This design comes from an exercise in tuning for small area and a short achievable clock period on the open sky130 flow, not from production work.
Where RTL was checked, it was by simulation tests only, not by an equivalence proof against the original.
Function not checked in run 2: the RTL went through the layout flow alone.
No activity file was given, so power comes from the tool's default toggle rates.

==> flow/design.v (outline; a module is shown in full before it is edited, if it fits) <==
// module multiplier: 2367 lines
// module mul_fa: 4 lines
// module mul_ha: 4 lines
// module mul_gn: 3 lines
// module mul_gp: 3 lines
// module mul_gpn: 4 lines
// module mul_gpp: 4 lines
// module mul_inv: 3 lines
// module mul_nand: 3 lines
// module mul_nor: 3 lines
// module mul_pg0: 4 lines
// module mul_xnor: 3 lines
// module mul_xor: 3 lines
module multiplier #(parameter N = 32) (
    input logic CLK, EN_mult, EN_blockRead, rst_n,
    input logic [15:0] mult_input0,
    input logic [15:0] mult_input1,
    input logic [N - 1:0] readMem_val,
    output logic RDY_mult, EN_readMem, EN_writeMem, VALID_memVal,
    output logic [N - 1:0] writeMem_val, memVal_data,
    output logic [5:0] writeMem_addr, readMem_addr
    );
  // ...
==> flow/flow/run.sh <==
#!/bin/bash
# The standard layout, with OpenROAD's power recovery after global routing
# (downsizes gates on paths that have slack to spare).
bash standard.sh RECOVER_POWER=100 finish > standard.log 2>&1
==> flow/standard.sh <==
#!/bin/bash
# synth_recipe.tcl (not shown) runs the flow's synth.tcl, then flattens the netlist and writes it again
# the make line also repeats each setting of config.mk as NAME=value (left out here)
make -C /OpenROAD-flow-scripts/flow DESIGN_CONFIG=/design/flow/config.mk WORK_HOME=/design/flow/orfs CLKGATE_MAP_FILE= SYNTH_SCRIPT=/design/flow/synth_recipe.tcl "${@:-finish}"
==> flow/config.mk <==
export PLATFORM = sky130hd
export DESIGN_NAME = multiplier
export DESIGN_NICKNAME = multiplier
export VERILOG_FILES = /design/flow/design.v
export SDC_FILE = /design/flow/constraint.sdc
export NUM_CORES = 4
export LEC_CHECK = 0
export CAP_MARGIN = 20
export CORE_MARGIN = 2
export CORE_UTILIZATION = 65
export SETUP_SLACK_MARGIN = 1.85
export SLEW_MARGIN = 20
export SYNTH_HIERARCHICAL = 1
export SYNTH_MINIMUM_KEEP_SIZE = 0
==> flow/constraint.sdc <==
create_clock -name core_clock -period 3.6 [get_ports {CLK}]
set_input_delay 0.7200 -clock core_clock [delete_from_list [all_inputs] [get_ports {CLK}]]
set_output_delay 0.7200 -clock core_clock [all_outputs]
set_load 0.01 [all_outputs]
==> flow_metrics.tcl, run 1 <==
set metrics [dict create \
    routabilityCongestion 0.925 \
    place_area_mm2 0.0160 \
    wl_met2_um 15100 \
    reg2reg_from "s2_887" \
    dp.cells 1531 \
    dieWidth_um 156 \
    critPathLaunchType "flop" \
    rows 55 \
    p_per_area_mw_per_mm2 777 \
    first_pass_iters 6 \
    pre_cts_slack_ns 0.520 \
    num-nets-final 1573 \
    cp_data_required_time_ns 4.02 \
    path_max_fanout 6 \
    tns_ns 0 \
    cts_setup_buffers 10 \
    hpwl_um 22900 \
    wirelength_met1_um 14700 \
    skew_ns 0.0106 \
    root_buffer "clkbuf_16" \
    worstHoldStart "s1_823" \
    fin_crit_ns 2.41 \
    internal-power_mw 8.52 \
    path_buf_inv 3 \
    path_common_cell "inv_1" \
    vdd.ir_drop.worst_uv 358 \
    path_cells "nand2_1, nor2_1, inv_1, nor2_1, inv_1, o21ai_0, inv_1, o21ai_0, xor2_1" \
    syn_area_per_cell_um2 11.9 \
    cts_tree "built" \
    vias 8511 \
    hold_slack_ns 0.325 \
    grt_max_degree 18 \
    antenna_cells 0 \
    area_share_nonclk_buffers_pct 3.34 \
    whs_path_depth 0 \
    cpLargestDelayFamily "compound AO/OA/AOI/OAI gates" \
    holdPathEnd "s2_938" \
    status "complete, no violations" \
    largestRegisters "ra x6, wa x6, pipe_en x3" \
]
==> run 2, diff against run 1 <==
--- a/flow/design.v
+++ b/flow/design.v
@@ -1187,17 +1187,16 @@
     logic q1143;
     logic q1144;
     logic q1145;
     logic q1146;
     logic q1147;
     logic q1148;
     logic q1149;
     logic q1150;
-    logic q1151;
     logic q1152;
     logic q1153;
     logic q1154;
     logic q1155;
     logic q1156;
     logic q1157;
     logic q1158;
     logic q1159;
@@ -1218,135 +1217,49 @@
     logic q1174;
     logic q1175;
     logic q1176;
     logic q1177;
     logic q1178;
     logic q1179;
     logic q1180;
     logic q1181;
-    logic q1182;
-    logic q1183;
-    logic q1184;
-    logic q1185;
-    logic q1186;
-    logic q1187;
-    logic q1188;
-    logic q1189;
-    logic q1190;
-    logic q1191;
-    logic q1192;
-    logic q1193;
-    logic q1194;
-    logic q1195;
-    logic q1196;
-    logic q1197;
-    logic q1198;
-    logic q1199;
-    logic q1200;
-    logic q1201;
-    logic q1202;
-    logic q1203;
-    logic q1204;
-    logic q1205;
-    logic q1206;
-    logic q1207;
-    logic q1208;
-    logic q1209;
-    logic q1210;
-    logic q1211;
-    logic q1212;
-    logic q1213;
-    logic q1214;
-    logic q1215;
-    logic q1216;
-    logic q1217;
-    logic q1218;
-    logic q1219;
-    logic q1220;
-    logic q1221;
-    logic q1222;
-    logic q1223;
-    logic q1224;
-    logic q1225;
-    logic q1226;
-    logic q1227;
-    logic q1228;
-    logic q1229;
-    logic q1230;
-    logic q1231;
-    logic q1232;
-    logic q1233;
-    logic q1234;
-    logic q1235;
-    logic q1236;
-    logic q1237;
-    logic q1238;
-    logic q1240;
-    logic q1241;
-    logic q1242;
-    logic q1243;
-    logic q1244;
-    logic q1245;
-    logic q1246;
-    logic q1247;
-    logic q1248;
-    logic q1249;
-    logic q1250;
-    logic q1251;
-    logic q1252;
-    logic q1253;
-    logic q1254;
-    logic q1255;
-    logic q1256;
-    logic q1257;
-    logic q1258;
-    logic q1259;
-    logic q1260;
-    logic q1261;
-    logic q1262;
-    logic q1263;
-    logic q1264;
-    logic q1265;
-    logic q1266;
-    logic q1267;
-    logic q1268;
-    logic s3_1269;
-    logic s3_1270;
-    logic s3_1271;
-    logic s3_1272;
-    logic s3_1273;
-    logic s3_1274;
-    logic s3_1275;
-    logic s3_1276;
-    logic s3_1277;
-    logic s3_1278;
-    logic s3_1279;
-    logic s3_1280;
-    logic s3_1281;
-    logic s3_1282;
-    logic s3_1283;
-    logic s3_1284;
-    logic s3_1285;
-    logic s3_1286;
-    logic s3_1287;
-    logic s3_1288;
-    logic s3_1289;
-    logic s3_1290;
-    logic s3_1291;
-    logic s3_1292;
-    logic s3_1293;
-    logic s3_1294;
-    logic s3_1295;
-    logic s3_1296;
-    logic s3_1297;
-    logic s3_1298;
-    logic s3_1299;
-    logic s3_1300;
-    logic [31:0] pr1239;
+    logic s3_1182;
+    logic s3_1183;
+    logic s3_1184;
+    logic s3_1185;
+    logic s3_1186;
+    logic s3_1187;
+    logic s3_1188;
+    logic s3_1189;
+    logic s3_1190;
+    logic s3_1191;
+    logic s3_1192;
+    logic s3_1193;
+    logic s3_1194;
+    logic s3_1195;
+    logic s3_1196;
+    logic s3_1197;
+    logic s3_1198;
+    logic s3_1199;
+    logic s3_1200;
+    logic s3_1201;
+    logic s3_1202;
+    logic s3_1203;
+    logic s3_1204;
+    logic s3_1205;
+    logic s3_1206;
+    logic s3_1207;
+    logic s3_1208;
+    logic s3_1209;
+    logic s3_1210;
+    logic s3_1211;
+    logic s3_1212;
+    logic s3_1213;
+    logic [31:0] pr1151;
     assign pp1 = mult_input0[0] & mult_input1[0];
     assign pp2 = mult_input0[0] & mult_input1[1];
     assign pp3 = mult_input0[0] & mult_input1[2];
     assign pp4 = mult_input0[0] & mult_input1[3];
     assign pp5 = mult_input0[0] & mult_input1[4];
     assign pp6 = mult_input0[0] & mult_input1[5];
     assign pp7 = mult_input0[0] & mult_input1[6];
     assign pp8 = mult_input0[0] & mult_input1[7];
@@ -1851,226 +1764,177 @@
     mul_pg0 u_mul_pg0_41 (s2_932, s2_933, q1000, q1001);
     mul_xor u_mul_xor_42 (s2_932, s2_933, q1002);
     mul_pg0 u_mul_pg0_43 (s2_934, s2_935, q1003, q1004);
     mul_xor u_mul_xor_44 (s2_934, s2_935, q1005);
     mul_pg0 u_mul_pg0_45 (s2_936, s2_937, q1006, q1007);
     mul_xor u_mul_xor_46 (s2_936, s2_937, q1008);
     mul_pg0 u_mul_pg0_47 (s2_938, s2_939, q1009, q1010);
     mul_xor u_mul_xor_48 (s2_938, s2_939, q1011);
-    mul_inv u_mul_inv_49 (s2_888, q1012);
-    mul_nor u_mul_nor_50 (q1012, q940, q1013);
-    mul_nor u_mul_nor_51 (q1012, q941, q1014);
-    mul_nand u_mul_nand_52 (s2_889, s2_888, q1015);
-    mul_nand u_mul_nand_53 (s2_890, s2_889, q1016);
-    mul_nand u_mul_nand_54 (s2_891, s2_890, q1017);
-    mul_nand u_mul_nand_55 (s2_892, s2_891, q1018);
-    mul_nand u_mul_nand_56 (s2_893, s2_892, q1019);
-    mul_inv u_mul_inv_57 (s2_893, q1020);
-    mul_nor u_mul_nor_58 (q944, q1020, q1021);
-    mul_gpp u_mul_gpp_59 (q946, q947, q943, q944, q1022, q1023);
-    mul_gpp u_mul_gpp_60 (q949, q950, q946, q947, q1024, q1025);
-    mul_gpp u_mul_gpp_61 (q952, q953, q949, q950, q1026, q1027);
-    mul_gpp u_mul_gpp_62 (q955, q956, q952, q953, q1028, q1029);
-    mul_gpp u_mul_gpp_63 (q958, q959, q955, q956, q1030, q1031);
-    mul_gpp u_mul_gpp_64 (q961, q962, q958, q959, q1032, q1033);
-    mul_gpp u_mul_gpp_65 (q964, q965, q961, q962, q1034, q1035);
-    mul_gpp u_mul_gpp_66 (q967, q968, q964, q965, q1036, q1037);
-    mul_gpp u_mul_gpp_67 (q970, q971, q967, q968, q1038, q1039);
-    mul_gpp u_mul_gpp_68 (q973, q974, q970, q971, q1040, q1041);
-    mul_gpp u_mul_gpp_69 (q976, q977, q973, q974, q1042, q1043);
-    mul_gpp u_mul_gpp_70 (q979, q980, q976, q977, q1044, q1045);
-    mul_gpp u_mul_gpp_71 (q982, q983, q979, q980, q1046, q1047);
-    mul_gpp u_mul_gpp_72 (q985, q986, q982, q983, q1048, q1049);
-    mul_gpp u_mul_gpp_73 (q988, q989, q985, q986, q1050, q1051);
-    mul_gpp u_mul_gpp_74 (q991, q992, q988, q989, q1052, q1053);
-    mul_gpp u_mul_gpp_75 (q994, q995, q991, q992, q1054, q1055);
-    mul_gpp u_mul_gpp_76 (q997, q998, q994, q995, q1056, q1057);
-    mul_gpp u_mul_gpp_77 (q1000, q1001, q997, q998, q1058, q1059);
-    mul_gpp u_mul_gpp_78 (q1003, q1004, q1000, q1001, q1060, q1061);
-    mul_gpp u_mul_gpp_79 (q1006, q1007, q1003, q1004, q1062, q1063);
-    mul_gpp u_mul_gpp_80 (q1009, q1010, q1006, q1007, q1064, q1065);
-    mul_nor u_mul_nor_81 (q1015, q940, q1066);
-    mul_inv u_mul_inv_82 (q1013, q1067);
-    mul_nor u_mul_nor_83 (q1016, q1067, q1068);
-    mul_inv u_mul_inv_84 (q1014, q1069);
-    mul_nor u_mul_nor_85 (q1016, q1069, q1070);
-    mul_nor u_mul_nor_86 (q1017, q1015, q1071);
-    mul_nor u_mul_nor_87 (q1018, q1016, q1072);
-    mul_nor u_mul_nor_88 (q1019, q1017, q1073);
-    mul_inv u_mul_inv_89 (q1021, q1074);
-    mul_nor u_mul_nor_90 (q1074, q1018, q1075);
-    mul_inv u_mul_inv_91 (q1023, q1076);
-    mul_nor u_mul_nor_92 (q1076, q1019, q1077);
-    mul_inv u_mul_inv_93 (q943, q1078);
-    mul_gpn u_mul_gpn_94 (q1024, q1025, q1078, q1021, q1079, q1080);
-    mul_gpn u_mul_gpn_95 (q1026, q1027, q1022, q1023, q1081, q1082);
-    mul_gpn u_mul_gpn_96 (q1028, q1029, q1024, q1025, q1083, q1084);
-    mul_gpn u_mul_gpn_97 (q1030, q1031, q1026, q1027, q1085, q1086);
-    mul_gpn u_mul_gpn_98 (q1032, q1033, q1028, q1029, q1087, q1088);
-    mul_gpn u_mul_gpn_99 (q1034, q1035, q1030, q1031, q1089, q1090);
-    mul_gpn u_mul_gpn_100 (q1036, q1037, q1032, q1033, q1091, q1092);
-    mul_gpn u_mul_gpn_101 (q1038, q1039, q1034, q1035, q1093, q1094);
-    mul_gpn u_mul_gpn_102 (q1040, q1041, q1036, q1037, q1095, q1096);
-    mul_gpn u_mul_gpn_103 (q1042, q1043, q1038, q1039, q1097, q1098);
-    mul_gpn u_mul_gpn_104 (q1044, q1045, q1040, q1041, q1099, q1100);
-    mul_gpn u_mul_gpn_105 (q1046, q1047, q1042, q1043, q1101, q1102);
-    mul_gpn u_mul_gpn_106 (q1048, q1049, q1044, q1045, q1103, q1104);
-    mul_gpn u_mul_gpn_107 (q1050, q1051, q1046, q1047, q1105, q1106);
-    mul_gpn u_mul_gpn_108 (q1052, q1053, q1048, q1049, q1107, q1108);
-    mul_gpn u_mul_gpn_109 (q1054, q1055, q1050, q1051, q1109, q1110);
-    mul_gpn u_mul_gpn_110 (q1056, q1057, q1052, q1053, q1111, q1112);
-    mul_gpn u_mul_gpn_111 (q1058, q1059, q1054, q1055, q1113, q1114);
-    mul_gpn u_mul_gpn_112 (q1060, q1061, q1056, q1057, q1115, q1116);
-    mul_gpn u_mul_gpn_113 (q1062, q1063, q1058, q1059, q1117, q1118);
-    mul_gpn u_mul_gpn_114 (q1064, q1065, q1060, q1061, q1119, q1120);
-    mul_inv u_mul_inv_115 (q1071, q1121);
-    mul_nor u_mul_nor_116 (q1121, q940, q1122);
-    mul_nand u_mul_nand_117 (q1072, q1013, q1123);
-    mul_nand u_mul_nand_118 (q1073, q1066, q1124);
-    mul_inv u_mul_inv_119 (q1075, q1125);
-    mul_inv u_mul_inv_120 (q1068, q1126);
-    mul_inv u_mul_inv_121 (q1070, q1127);
-    mul_gpp u_mul_gpp_122 (q943, q1125, q1126, q1127, q1128, q1129);
-    mul_nand u_mul_nand_123 (q1077, q1071, q1130);
-    mul_inv u_mul_inv_124 (q1072, q1131);
-    mul_nor u_mul_nor_125 (q1080, q1131, q1132);
-    mul_inv u_mul_inv_126 (q1073, q1133);
-    mul_nor u_mul_nor_127 (q1082, q1133, q1134);
-    mul_gpp u_mul_gpp_128 (q1083, q1084, q943, q1125, q1135, q1136);
-    mul_inv u_mul_inv_129 (q1022, q1137);
-    mul_inv u_mul_inv_130 (q1077, q1138);
-    mul_gpp u_mul_gpp_131 (q1085, q1086, q1137, q1138, q1139, q1140);
-    mul_gpp u_mul_gpp_132 (q1087, q1088, q1079, q1080, q1141, q1142);
-    mul_gpp u_mul_gpp_133 (q1089, q1090, q1081, q1082, q1143, q1144);
-    mul_gpp u_mul_gpp_134 (q1091, q1092, q1083, q1084, q1145, q1146);
-    mul_gpp u_mul_gpp_135 (q1093, q1094, q1085, q1086, q1147, q1148);
-    mul_gpp u_mul_gpp_136 (q1095, q1096, q1087, q1088, q1149, q1150);
-    mul_gpp u_mul_gpp_137 (q1097, q1098, q1089, q1090, q1151, q1152);
-    mul_gpp u_mul_gpp_138 (q1099, q1100, q1091, q1092, q1153, q1154);
-    mul_gpp u_mul_gpp_139 (q1101, q1102, q1093, q1094, q1155, q1156);
-    mul_gpp u_mul_gpp_140 (q1103, q1104, q1095, q1096, q1157, q1158);
-    mul_gpp u_mul_gpp_141 (q1105, q1106, q1097, q1098, q1159, q1160);
-    mul_gpp u_mul_gpp_142 (q1107, q1108, q1099, q1100, q1161, q1162);
-    mul_gpp u_mul_gpp_143 (q1109, q1110, q1101, q1102, q1163, q1164);
-    mul_gpp u_mul_gpp_144 (q1111, q1112, q1103, q1104, q1165, q1166);
-    mul_gpp u_mul_gpp_145 (q1113, q1114, q1105, q1106, q1167, q1168);
-    mul_gpp u_mul_gpp_146 (q1115, q1116, q1107, q1108, q1169, q1170);
-    mul_gpp u_mul_gpp_147 (q1117, q1118, q1109, q1110, q1171, q1172);
-    mul_gpp u_mul_gpp_148 (q1119, q1120, q1111, q1112, q1173, q1174);
-    mul_inv u_mul_inv_149 (q1130, q1175);
-    mul_inv u_mul_inv_150 (q940, q1176);
-    mul_gn u_mul_gn_151 (q1022, q1175, q1176, q1177);
-    mul_inv u_mul_inv_152 (q1132, q1178);
-    mul_gp u_mul_gp_153 (q1079, q1178, q1067, q1179);
-    mul_inv u_mul_inv_154 (q1134, q1180);
-    mul_inv u_mul_inv_155 (q1066, q1181);
-    mul_gp u_mul_gp_156 (q1081, q1180, q1181, q1182);
-    mul_gn u_mul_gn_157 (q1135, q1136, q1068, q1183);
-    mul_gn u_mul_gn_158 (q1139, q1140, q1122, q1184);
-    mul_inv u_mul_inv_159 (q1123, q1185);
-    mul_gn u_mul_gn_160 (q1141, q1142, q1185, q1186);
-    mul_inv u_mul_inv_161 (q1124, q1187);
-    mul_gn u_mul_gn_162 (q1143, q1144, q1187, q1188);
-    mul_gpn u_mul_gpn_163 (q1145, q1146, q1128, q1129, q1189, q1190);
-    mul_gpn u_mul_gpn_164 (q1147, q1148, q1022, q1175, q1191, q1192);
-    mul_inv u_mul_inv_165 (q1079, q1193);
-    mul_gpn u_mul_gpn_166 (q1149, q1150, q1193, q1132, q1194, q1195);
-    mul_inv u_mul_inv_167 (q1081, q1196);
-    mul_gpn u_mul_gpn_168 (q1151, q1152, q1196, q1134, q1197, q1198);
-    mul_gpn u_mul_gpn_169 (q1153, q1154, q1135, q1136, q1199, q1200);
-    mul_gpn u_mul_gpn_170 (q1155, q1156, q1139, q1140, q1201, q1202);
-    mul_gpn u_mul_gpn_171 (q1157, q1158, q1141, q1142, q1203, q1204);
-    mul_gpn u_mul_gpn_172 (q1159, q1160, q1143, q1144, q1205, q1206);
-    mul_gpn u_mul_gpn_173 (q1161, q1162, q1145, q1146, q1207, q1208);
-    mul_gpn u_mul_gpn_174 (q1163, q1164, q1147, q1148, q1209, q1210);
-    mul_gpn u_mul_gpn_175 (q1165, q1166, q1149, q1150, q1211, q1212);
-    mul_gpn u_mul_gpn_176 (q1167, q1168, q1151, q1152, q1213, q1214);
-    mul_gpn u_mul_gpn_177 (q1169, q1170, q1153, q1154, q1215, q1216);
-    mul_gpn u_mul_gpn_178 (q1171, q1172, q1155, q1156, q1217, q1218);
-    mul_gpn u_mul_gpn_179 (q1173, q1174, q1157, q1158, q1219, q1220);
-    mul_gp u_mul_gp_180 (q1191, q1192, q940, q1221);
-    mul_gp u_mul_gp_181 (q1194, q1195, q1067, q1222);
-    mul_gp u_mul_gp_182 (q1197, q1198, q1181, q1223);
-    mul_gp u_mul_gp_183 (q1199, q1200, q1126, q1224);
-    mul_inv u_mul_inv_184 (q1122, q1225);
-    mul_gp u_mul_gp_185 (q1201, q1202, q1225, q1226);
-    mul_gp u_mul_gp_186 (q1203, q1204, q1123, q1227);
-    mul_gp u_mul_gp_187 (q1205, q1206, q1124, q1228);
-    mul_inv u_mul_inv_188 (q1128, q1229);
-    mul_gp u_mul_gp_189 (q1207, q1208, q1229, q1230);
-    mul_gp u_mul_gp_190 (q1209, q1210, q1177, q1231);
-    mul_inv u_mul_inv_191 (q1179, q1232);
-    mul_gp u_mul_gp_192 (q1211, q1212, q1232, q1233);
-    mul_inv u_mul_inv_193 (q1182, q1234);
-    mul_gp u_mul_gp_194 (q1213, q1214, q1234, q1235);
-    mul_gp u_mul_gp_195 (q1215, q1216, q1183, q1236);
-    mul_gp u_mul_gp_196 (q1217, q1218, q1184, q1237);
-    mul_gp u_mul_gp_197 (q1219, q1220, q1186, q1238);
-    assign pr1239[0] = s2_885;
-    assign pr1239[1] = q942;
-    mul_xnor u_mul_xnor_198 (s2_888, q940, q1240);
-    assign pr1239[2] = q1240;
-    mul_xor u_mul_xor_199 (s2_889, q1013, q1241);
-    assign pr1239[3] = q1241;
-    mul_xor u_mul_xor_200 (s2_890, q1066, q1242);
-    assign pr1239[4] = q1242;
-    mul_xor u_mul_xor_201 (s2_891, q1068, q1243);
-    assign pr1239[5] = q1243;
-    mul_xor u_mul_xor_202 (s2_892, q1122, q1244);
-    assign pr1239[6] = q1244;
-    mul_xnor u_mul_xnor_203 (s2_893, q1123, q1245);
-    assign pr1239[7] = q1245;
-    mul_xnor u_mul_xnor_204 (q945, q1124, q1246);
-    assign pr1239[8] = q1246;
-    mul_xor u_mul_xor_205 (q948, q1128, q1247);
-    assign pr1239[9] = q1247;
-    mul_xnor u_mul_xnor_206 (q951, q1177, q1248);
-    assign pr1239[10] = q1248;
-    mul_xor u_mul_xor_207 (q954, q1179, q1249);
-    assign pr1239[11] = q1249;
-    mul_xor u_mul_xor_208 (q957, q1182, q1250);
-    assign pr1239[12] = q1250;
-    mul_xnor u_mul_xnor_209 (q960, q1183, q1251);
-    assign pr1239[13] = q1251;
-    mul_xnor u_mul_xnor_210 (q963, q1184, q1252);
-    assign pr1239[14] = q1252;
-    mul_xnor u_mul_xnor_211 (q966, q1186, q1253);
-    assign pr1239[15] = q1253;
-    mul_xnor u_mul_xnor_212 (q969, q1188, q1254);
-    assign pr1239[16] = q1254;
-    mul_xnor u_mul_xnor_213 (q972, q1189, q1255);
-    assign pr1239[17] = q1255;
-    mul_xor u_mul_xor_214 (q975, q1221, q1256);
-    assign pr1239[18] = q1256;
-    mul_xor u_mul_xor_215 (q978, q1222, q1257);
-    assign pr1239[19] = q1257;
-    mul_xor u_mul_xor_216 (q981, q1223, q1258);
-    assign pr1239[20] = q1258;
-    mul_xor u_mul_xor_217 (q984, q1224, q1259);
-    assign pr1239[21] = q1259;
-    mul_xor u_mul_xor_218 (q987, q1226, q1260);
-    assign pr1239[22] = q1260;
-    mul_xor u_mul_xor_219 (q990, q1227, q1261);
-    assign pr1239[23] = q1261;
-    mul_xor u_mul_xor_220 (q993, q1228, q1262);
-    assign pr1239[24] = q1262;
-    mul_xor u_mul_xor_221 (q996, q1230, q1263);
-    assign pr1239[25] = q1263;
-    mul_xor u_mul_xor_222 (q999, q1231, q1264);
-    assign pr1239[26] = q1264;
-    mul_xor u_mul_xor_223 (q1002, q1233, q1265);
-    assign pr1239[27] = q1265;
-    mul_xor u_mul_xor_224 (q1005, q1235, q1266);
-    assign pr1239[28] = q1266;
-    mul_xor u_mul_xor_225 (q1008, q1236, q1267);
-    assign pr1239[29] = q1267;
-    mul_xor u_mul_xor_226 (q1011, q1237, q1268);
-    assign pr1239[30] = q1268;
-    assign pr1239[31] = q1238;
+    mul_nand u_mul_nand_49 (s2_889, s2_888, q1012);
+    mul_nand u_mul_nand_50 (s2_891, s2_890, q1013);
+    mul_nand u_mul_nand_51 (s2_893, s2_892, q1014);
+    mul_gpp u_mul_gpp_52 (q946, q947, q943, q944, q1015, q1016);
+    mul_gpp u_mul_gpp_53 (q952, q953, q949, q950, q1017, q1018);
+    mul_gpp u_mul_gpp_54 (q958, q959, q955, q956, q1019, q1020);
+    mul_gpp u_mul_gpp_55 (q964, q965, q961, q962, q1021, q1022);
+    mul_gpp u_mul_gpp_56 (q970, q971, q967, q968, q1023, q1024);
+    mul_gpp u_mul_gpp_57 (q976, q977, q973, q974, q1025, q1026);
+    mul_gpp u_mul_gpp_58 (q982, q983, q979, q980, q1027, q1028);
+    mul_gpp u_mul_gpp_59 (q988, q989, q985, q986, q1029, q1030);
+    mul_gpp u_mul_gpp_60 (q994, q995, q991, q992, q1031, q1032);
+    mul_gpp u_mul_gpp_61 (q1000, q1001, q997, q998, q1033, q1034);
+    mul_gpp u_mul_gpp_62 (q1006, q1007, q1003, q1004, q1035, q1036);
+    mul_inv u_mul_inv_63 (s2_888, q1037);
+    mul_nor u_mul_nor_64 (q1037, q940, q1038);
+    mul_nor u_mul_nor_65 (q1012, q940, q1039);
+    mul_inv u_mul_inv_66 (s2_892, q1040);
+    mul_nor u_mul_nor_67 (q1040, q1013, q1041);
+    mul_nor u_mul_nor_68 (q1014, q1013, q1042);
+    mul_inv u_mul_inv_69 (q1015, q1043);
+    mul_inv u_mul_inv_70 (q1016, q1044);
+    mul_gpp u_mul_gpp_71 (q949, q950, q1043, q1044, q1045, q1046);
+    mul_gpn u_mul_gpn_72 (q1017, q1018, q1015, q1016, q1047, q1048);
+    mul_inv u_mul_inv_73 (q1019, q1049);
+    mul_inv u_mul_inv_74 (q1020, q1050);
+    mul_gpp u_mul_gpp_75 (q961, q962, q1049, q1050, q1051, q1052);
+    mul_gpn u_mul_gpn_76 (q1021, q1022, q1019, q1020, q1053, q1054);
+    mul_inv u_mul_inv_77 (q1023, q1055);
+    mul_inv u_mul_inv_78 (q1024, q1056);
+    mul_gpp u_mul_gpp_79 (q973, q974, q1055, q1056, q1057, q1058);
+    mul_gpn u_mul_gpn_80 (q1025, q1026, q1023, q1024, q1059, q1060);
+    mul_inv u_mul_inv_81 (q1027, q1061);
+    mul_inv u_mul_inv_82 (q1028, q1062);
+    mul_gpp u_mul_gpp_83 (q985, q986, q1061, q1062, q1063, q1064);
+    mul_gpn u_mul_gpn_84 (q1029, q1030, q1027, q1028, q1065, q1066);
+    mul_inv u_mul_inv_85 (q1031, q1067);
+    mul_inv u_mul_inv_86 (q1032, q1068);
+    mul_gpp u_mul_gpp_87 (q997, q998, q1067, q1068, q1069, q1070);
+    mul_gpn u_mul_gpn_88 (q1033, q1034, q1031, q1032, q1071, q1072);
+    mul_inv u_mul_inv_89 (q1035, q1073);
+    mul_inv u_mul_inv_90 (q1036, q1074);
+    mul_gpp u_mul_gpp_91 (q1009, q1010, q1073, q1074, q1075, q1076);
+    mul_nand u_mul_nand_92 (s2_890, q1039, q1077);
+    mul_inv u_mul_inv_93 (q1039, q1078);
+    mul_nor u_mul_nor_94 (q1013, q1078, q1079);
+    mul_nand u_mul_nand_95 (q1041, q1039, q1080);
+    mul_nand u_mul_nand_96 (q1042, q1039, q1081);
+    mul_gpp u_mul_gpp_97 (q955, q956, q1047, q1048, q1082, q1083);
+    mul_inv u_mul_inv_98 (q1047, q1084);
+    mul_inv u_mul_inv_99 (q1048, q1085);
+    mul_gpn u_mul_gpn_100 (q1019, q1020, q1084, q1085, q1086, q1087);
+    mul_gpn u_mul_gpn_101 (q1051, q1052, q1084, q1085, q1088, q1089);
+    mul_gpp u_mul_gpp_102 (q1053, q1054, q1047, q1048, q1090, q1091);
+    mul_gpp u_mul_gpp_103 (q979, q980, q1059, q1060, q1092, q1093);
+    mul_inv u_mul_inv_104 (q1059, q1094);
+    mul_inv u_mul_inv_105 (q1060, q1095);
+    mul_gpn u_mul_gpn_106 (q1027, q1028, q1094, q1095, q1096, q1097);
+    mul_gpn u_mul_gpn_107 (q1063, q1064, q1094, q1095, q1098, q1099);
+    mul_gpp u_mul_gpp_108 (q1065, q1066, q1059, q1060, q1100, q1101);
+    mul_gpp u_mul_gpp_109 (q1003, q1004, q1071, q1072, q1102, q1103);
+    mul_inv u_mul_inv_110 (q1071, q1104);
+    mul_inv u_mul_inv_111 (q1072, q1105);
+    mul_gpn u_mul_gpn_112 (q1035, q1036, q1104, q1105, q1106, q1107);
+    mul_gpn u_mul_gpn_113 (q1075, q1076, q1104, q1105, q1108, q1109);
+    mul_gp u_mul_gp_114 (q943, q944, q1081, q1110);
+    mul_inv u_mul_inv_115 (q1081, q1111);
+    mul_gn u_mul_gn_116 (q1015, q1016, q1111, q1112);
+    mul_gn u_mul_gn_117 (q1045, q1046, q1111, q1113);
+    mul_gp u_mul_gp_118 (q1047, q1048, q1081, q1114);
+    mul_gn u_mul_gn_119 (q1082, q1083, q1111, q1115);
+    mul_gp u_mul_gp_120 (q1086, q1087, q1081, q1116);
+    mul_gp u_mul_gp_121 (q1088, q1089, q1081, q1117);
+    mul_gn u_mul_gn_122 (q1090, q1091, q1111, q1118);
+    mul_inv u_mul_inv_123 (q1100, q1119);
+    mul_inv u_mul_inv_124 (q1101, q1120);
+    mul_gpp u_mul_gpp_125 (q991, q992, q1119, q1120, q1121, q1122);
+    mul_gpn u_mul_gpn_126 (q1031, q1032, q1100, q1101, q1123, q1124);
+    mul_gpn u_mul_gpn_127 (q1069, q1070, q1100, q1101, q1125, q1126);
+    mul_gpp u_mul_gpp_128 (q1071, q1072, q1119, q1120, q1127, q1128);
+    mul_gpn u_mul_gpn_129 (q1102, q1103, q1100, q1101, q1129, q1130);
+    mul_gpp u_mul_gpp_130 (q1106, q1107, q1119, q1120, q1131, q1132);
+    mul_gpp u_mul_gpp_131 (q1108, q1109, q1119, q1120, q1133, q1134);
+    mul_gp u_mul_gp_132 (q967, q968, q1118, q1135);
+    mul_inv u_mul_inv_133 (q1118, q1136);
+    mul_gn u_mul_gn_134 (q1023, q1024, q1136, q1137);
+    mul_gn u_mul_gn_135 (q1057, q1058, q1136, q1138);
+    mul_gp u_mul_gp_136 (q1059, q1060, q1118, q1139);
+    mul_gn u_mul_gn_137 (q1092, q1093, q1136, q1140);
+    mul_gp u_mul_gp_138 (q1096, q1097, q1118, q1141);
+    mul_gp u_mul_gp_139 (q1098, q1099, q1118, q1142);
+    mul_gn u_mul_gn_140 (q1100, q1101, q1136, q1143);
+    mul_gn u_mul_gn_141 (q1121, q1122, q1136, q1144);
+    mul_gp u_mul_gp_142 (q1123, q1124, q1118, q1145);
+    mul_gp u_mul_gp_143 (q1125, q1126, q1118, q1146);
+    mul_gn u_mul_gn_144 (q1127, q1128, q1136, q1147);
+    mul_gp u_mul_gp_145 (q1129, q1130, q1118, q1148);
+    mul_gn u_mul_gn_146 (q1131, q1132, q1136, q1149);
+    mul_gn u_mul_gn_147 (q1133, q1134, q1136, q1150);
+    assign pr1151[0] = s2_885;
+    assign pr1151[1] = q942;
+    mul_xnor u_mul_xnor_148 (s2_888, q940, q1152);
+    assign pr1151[2] = q1152;
+    mul_xor u_mul_xor_149 (s2_889, q1038, q1153);
+    assign pr1151[3] = q1153;
+    mul_xor u_mul_xor_150 (s2_890, q1039, q1154);
+    assign pr1151[4] = q1154;
+    mul_xnor u_mul_xnor_151 (s2_891, q1077, q1155);
+    assign pr1151[5] = q1155;
+    mul_xor u_mul_xor_152 (s2_892, q1079, q1156);
+    assign pr1151[6] = q1156;
+    mul_xnor u_mul_xnor_153 (s2_893, q1080, q1157);
+    assign pr1151[7] = q1157;
+    mul_xnor u_mul_xnor_154 (q945, q1081, q1158);
+    assign pr1151[8] = q1158;
+    mul_xor u_mul_xor_155 (q948, q1110, q1159);
+    assign pr1151[9] = q1159;
+    mul_xnor u_mul_xnor_156 (q951, q1112, q1160);
+    assign pr1151[10] = q1160;
+    mul_xnor u_mul_xnor_157 (q954, q1113, q1161);
+    assign pr1151[11] = q1161;
+    mul_xor u_mul_xor_158 (q957, q1114, q1162);
+    assign pr1151[12] = q1162;
+    mul_xnor u_mul_xnor_159 (q960, q1115, q1163);
+    assign pr1151[13] = q1163;
+    mul_xor u_mul_xor_160 (q963, q1116, q1164);
+    assign pr1151[14] = q1164;
+    mul_xor u_mul_xor_161 (q966, q1117, q1165);
+    assign pr1151[15] = q1165;
+    mul_xnor u_mul_xnor_162 (q969, q1118, q1166);
+    assign pr1151[16] = q1166;
+    mul_xor u_mul_xor_163 (q972, q1135, q1167);
+    assign pr1151[17] = q1167;
+    mul_xnor u_mul_xnor_164 (q975, q1137, q1168);
+    assign pr1151[18] = q1168;
+    mul_xnor u_mul_xnor_165 (q978, q1138, q1169);
+    assign pr1151[19] = q1169;
+    mul_xor u_mul_xor_166 (q981, q1139, q1170);
+    assign pr1151[20] = q1170;
+    mul_xnor u_mul_xnor_167 (q984, q1140, q1171);
+    assign pr1151[21] = q1171;
+    mul_xor u_mul_xor_168 (q987, q1141, q1172);
+    assign pr1151[22] = q1172;
+    mul_xor u_mul_xor_169 (q990, q1142, q1173);
+    assign pr1151[23] = q1173;
+    mul_xnor u_mul_xnor_170 (q993, q1143, q1174);
+    assign pr1151[24] = q1174;
+    mul_xnor u_mul_xnor_171 (q996, q1144, q1175);
+    assign pr1151[25] = q1175;
+    mul_xor u_mul_xor_172 (q999, q1145, q1176);
+    assign pr1151[26] = q1176;
+    mul_xor u_mul_xor_173 (q1002, q1146, q1177);
+    assign pr1151[27] = q1177;
+    mul_xnor u_mul_xnor_174 (q1005, q1147, q1178);
+    assign pr1151[28] = q1178;
+    mul_xor u_mul_xor_175 (q1008, q1148, q1179);
+    assign pr1151[29] = q1179;
+    mul_xnor u_mul_xnor_176 (q1011, q1149, q1180);
+    assign pr1151[30] = q1180;
+    mul_inv u_mul_inv_177 (q1150, q1181);
+    assign pr1151[31] = q1181;
     always_ff @(posedge CLK) begin
         s0_507 <= pp1;
         s0_508 <= pp2;
         s0_509 <= pp17;
         s0_510 <= fs257;
         s0_511 <= fs407;
         s0_512 <= fs261;
         s0_513 <= fc408;
@@ -2325,50 +2189,50 @@
         s2_932 <= s1_817;
         s2_933 <= s1_818;
         s2_934 <= s1_819;
         s2_935 <= s1_820;
         s2_936 <= s1_821;
         s2_937 <= s1_822;
         s2_938 <= s1_823;
         s2_939 <= s1_824;
-        s3_1269 <= pr1239[0];
-        s3_1270 <= pr1239[1];
-        s3_1271 <= pr1239[2];
-        s3_1272 <= pr1239[3];
-        s3_1273 <= pr1239[4];
-        s3_1274 <= pr1239[5];
-        s3_1275 <= pr1239[6];
-        s3_1276 <= pr1239[7];
-        s3_1277 <= pr1239[8];
-        s3_1278 <= pr1239[9];
-        s3_1279 <= pr1239[10];
-        s3_1280 <= pr1239[11];
-        s3_1281 <= pr1239[12];
-        s3_1282 <= pr1239[13];
-        s3_1283 <= pr1239[14];
-        s3_1284 <= pr1239[15];
-        s3_1285 <= pr1239[16];
-        s3_1286 <= pr1239[17];
-        s3_1287 <= pr1239[18];
-        s3_1288 <= pr1239[19];
-        s3_1289 <= pr1239[20];
-        s3_1290 <= pr1239[21];
-        s3_1291 <= pr1239[22];
-        s3_1292 <= pr1239[23];
-        s3_1293 <= pr1239[24];
-        s3_1294 <= pr1239[25];
-        s3_1295 <= pr1239[26];
-        s3_1296 <= pr1239[27];
-        s3_1297 <= pr1239[28];
-        s3_1298 <= pr1239[29];
-        s3_1299 <= pr1239[30];
-        s3_1300 <= pr1239[31];
+        s3_1182 <= pr1151[0];
+        s3_1183 <= pr1151[1];
+        s3_1184 <= pr1151[2];
+        s3_1185 <= pr1151[3];
+        s3_1186 <= pr1151[4];
+        s3_1187 <= pr1151[5];
+        s3_1188 <= pr1151[6];
+        s3_1189 <= pr1151[7];
+        s3_1190 <= pr1151[8];
+        s3_1191 <= pr1151[9];
+        s3_1192 <= pr1151[10];
+        s3_1193 <= pr1151[11];
+        s3_1194 <= pr1151[12];
+        s3_1195 <= pr1151[13];
+        s3_1196 <= pr1151[14];
+        s3_1197 <= pr1151[15];
+        s3_1198 <= pr1151[16];
+        s3_1199 <= pr1151[17];
+        s3_1200 <= pr1151[18];
+        s3_1201 <= pr1151[19];
+        s3_1202 <= pr1151[20];
+        s3_1203 <= pr1151[21];
+        s3_1204 <= pr1151[22];
+        s3_1205 <= pr1151[23];
+        s3_1206 <= pr1151[24];
+        s3_1207 <= pr1151[25];
+        s3_1208 <= pr1151[26];
+        s3_1209 <= pr1151[27];
+        s3_1210 <= pr1151[28];
+        s3_1211 <= pr1151[29];
+        s3_1212 <= pr1151[30];
+        s3_1213 <= pr1151[31];
     end
-    assign writeMem_val = {s3_1300, s3_1299, s3_1298, s3_1297, s3_1296, s3_1295, s3_1294, s3_1293, s3_1292, s3_1291, s3_1290, s3_1289, s3_1288, s3_1287, s3_1286, s3_1285, s3_1284, s3_1283, s3_1282, s3_1281, s3_1280, s3_1279, s3_1278, s3_1277, s3_1276, s3_1275, s3_1274, s3_1273, s3_1272, s3_1271, s3_1270, s3_1269};
+    assign writeMem_val = {s3_1213, s3_1212, s3_1211, s3_1210, s3_1209, s3_1208, s3_1207, s3_1206, s3_1205, s3_1204, s3_1203, s3_1202, s3_1201, s3_1200, s3_1199, s3_1198, s3_1197, s3_1196, s3_1195, s3_1194, s3_1193, s3_1192, s3_1191, s3_1190, s3_1189, s3_1188, s3_1187, s3_1186, s3_1185, s3_1184, s3_1183, s3_1182};
 endmodule
 module mul_fa (input logic a, b, c, output logic s, co);
     assign s = a ^ b ^ c;
     assign co = (a & b) | (a & c) | (b & c);
 endmodule
 module mul_ha (input logic a, b, output logic s, co);
     assign s = a ^ b;
     assign co = a & b;
==> flow/run.sh (new file) <==
#!/bin/bash
# synth_recipe.tcl (not shown) runs the flow's synth.tcl, then flattens the netlist and writes it again
# the make line also repeats each setting of config.mk as NAME=value (left out here)
make -C /OpenROAD-flow-scripts/flow DESIGN_CONFIG=/design/flow/config.mk WORK_HOME=/design/flow/orfs CLKGATE_MAP_FILE= SYNTH_SCRIPT=/design/flow/synth_recipe.tcl finish
==> flow/config.mk (replaced) <==
export PLATFORM = sky130hd
export DESIGN_NAME = multiplier
export DESIGN_NICKNAME = multiplier
export VERILOG_FILES = /design/flow/design.v
export SDC_FILE = /design/flow/constraint.sdc
export NUM_CORES = 4
export LEC_CHECK = 0
export CAP_MARGIN = 20
export CORE_MARGIN = 2
export CORE_UTILIZATION = 65
export SETUP_SLACK_MARGIN = 1.8
export SLEW_MARGIN = 20
export SYNTH_HIERARCHICAL = 1
export SYNTH_MINIMUM_KEEP_SIZE = 0
removed: flow/flow/run.sh
removed: flow/standard.sh
==> run 2 against run 1 <==
First-iteration DRC count fell by 12%. Worst setup slack improved by 0.62 ns. Fmax rose by 35%. Clock power fell by 3%. Worst hold slack got worse by 0.0012 ns. Non-clock buffer count rose by 16. Register-to-register slack improved by 0.62 ns. Via count fell by 4.6%. Critical path depth fell by 5. Clock skew fell by 0.0021 ns. Largest cell class unchanged. Largest power group unchanged. Highest routed layer unchanged.
==> flow_metrics.tcl, run 2 <==
set metrics [dict create \
    status "complete, no violations" \
    ant_nets 0 \
    syn_inst 1179 \
    clock_latency_ns 0.50 \
    antenna_found_initial 0 \
    final_util_pct 77.6 \
    cp-startpoint "mult_input0[0]" \
    routabilityCongestion 0.825 \
    syn_area_per_cell_um2 12.3 \
    rsz0062_at_grt "true" \
    vdd.ir_drop.worst_uv 536 \
    wl_per_cell_um 19.2 \
    start_util_pct 66.2 \
    numCtsBuffers 34 \
    rows 54 \
    overflow 0 \
    whs_path_depth 0 \
    antenna_cells 0 \
    path_max_fanout 16 \
    drc 0 \
    fin_crit_sh_pct 49.7 \
    grt_pass1_wl_um 46500 \
    worstHoldStart "s0_520" \
    yosysWarnings 7 \
    nFillCells 1356 \
    drive_gt1_share_pct 33.4 \
    core_mm2 0.0219 \
    skew_ns 0.00857 \
    dp.cells 1450 \
    mostFrequentLayoutCells "300 x dfxtp_1, 166 x and2_1, 117 x fa_1" \
    grt_max_degree 18 \
    fmax_mhz 559 \
    via_per_inst 5.31 \
    largestRegisters "ra x6, wa x6, pipe_en x3" \
    hold_slack_ns 0.324 \
    reg2reg_from "s2_894" \
    max-cap-violations 0 \
    tns_ns 0 \
    finalSetupViolations 0 \
    worstPathArrival_ns 2.17 \
    critical_path_class "input port to flop" \
    vias 8117 \
    end_kind "flop" \
    p_leak_nw 7.20 \
    dieArea_mm2 0.0235 \
    h-tree-depth 2 \
    cts_buffer_depth 3 \
    pin_count 148 \
    hold_violations 0 \
    root_buffer "clkbuf_16" \
    relSlewSlack_pct 77.9 \
    stdcell_count 1530 \
    io_buffers 83 \
    drv_slew 0 \
    hpwl_um 19800 \
    syn_to_final_growth_pct 17.1 \
    cp_data_required_time_ns 3.98 \
    p_per_area_mw_per_mm2 745 \
    tightestPinTransition_ns 0.332 \
    drt-total-wl_um 29400 \
    num-nets-final 1508 \
    path_clk_slew_ns 0.06 \
    cts_tree "built" \
    r2r_cells 8 \
    die_y_um 153 \
    first_pass_iters 5 \
    min_path_type "flop to flop" \
    grt_pass1_vias 8700 \
    clock-sinks 317 \
    drt_iter0_drc 389 \
    final_common_cell "dfxtp_1" \
    synth_area_mm2 0.0145 \
    fin_crit_ns 1.79 \
    dieWidth_um 153 \
    syn_nets 1459 \
    finalPower_mw 12.7 \
    critPathLaunchType "input port" \
    track_usage_pct 25.6 \
]
## run 2: cell count changes in the layout (fill, tap and decap cells not counted), moves of 13 or more
cell / delta
a21oi_2: -18
and2_0: -66
and2_1: +40
and2_4: +26
clkbuf_1: -51
clkbuf_4: +17
clkdlybuf4s15_1: +22
fa_1: -24
fa_2: +24
nand2_1: -27
nor2_1: -25
o21ai_0: -13
o21ai_2: -16
## run 2: per-stage QoR
step | cell area (µm²) | setup WS, ns
final | 17000 | 1.81
after CTS | 16800 | 1.78
after global routing | 17000 | 1.75
after detailed placement | 15500 | 0.524
after floorplan | 15200 | 1.52
after global placement | 15500 | 0.553
## run 2: critical path, cell delays in order
cell	delay [ns]
clkbuf_4	0.20
and2_1	0.19
fa_2	0.61
fa_2	0.44
## run 2: cell type report
cell class / instances / area [µm²] / share of cell area [%]
multi-input cells: 734 / 8040 / 47.3
flip-flops and latches: 317 / 6380 / 37.6
clock buffers: 49 / 1020 / 6.00
repair buffers: 112 / 967 / 5.69
well taps: 280 / 350 / 2.06
inverters: 29 / 113 / 0.663
clock inverters: 9 / 110 / 0.648
## run 2: worst paths after layout
path	end	slack (ns)
worst max-delay path	s0_560	1.81
worst min register to register	s1_755	0.32
worst min-delay path	s1_755	0.32
worst max register to register	s3_1209	1.81
## run 2: what timing repair did
item | in CTS | in global routing
gates cloned | 1 | 1
gates resized for setup | 314 | 84
buffers inserted | 13 | 7
pin swaps | 4 | 11
endpoints found under the setup margin | 194 | 63
hold buffers | 0 | 0
## run 2: power breakdown
part	total [mW]	internal [mW]	switching, mW
clock	3.47	2.11	1.36
combinational	3.91	1.80	2.11
sequential	5.28	4.64	0.636
## run 2: metal layers
metal	vias to the layer above	global-route usage (%)	routed length [µm]
met5	-	0	0
met4	0	6.38	618
met3	53	4.85	1690
met2	258	40.9	13900
met1	4140	36.7	13100
li1	3666	-	-

==> what the ideal ports hide <==
Ports are ideal in the flow. The routed layouts listed here were re-timed in OpenROAD. Step 1 assumes that a clkbuf_16 drives the clock port and a buf_2 every other input. Step 2, shift: input delay + t, output delay - t, t = (earliest + latest rising clock arrival at the registers) / 2. This alone moves slack from input paths to output paths. a / b / c = ideal / step 1 / step 2; a / b = the first two.
run | shift t [ns] | setup slack, ns | worst setup path at the end | worst slew at a driven data input, ns | pins driven straight from the clock port
run 1 | 0.544 | 1.192 / 1.192 / 0.843 | input to register | 0.07 | 1
run 2 | 0.546 | 1.810 / 1.771 / 1.290 | input to register | 0.07 | 1
After both steps every run listed still meets setup and hold. The setup slack of run 2, which loses most, moves by -0.039 ns with the drivers and by -0.520 ns with both steps.
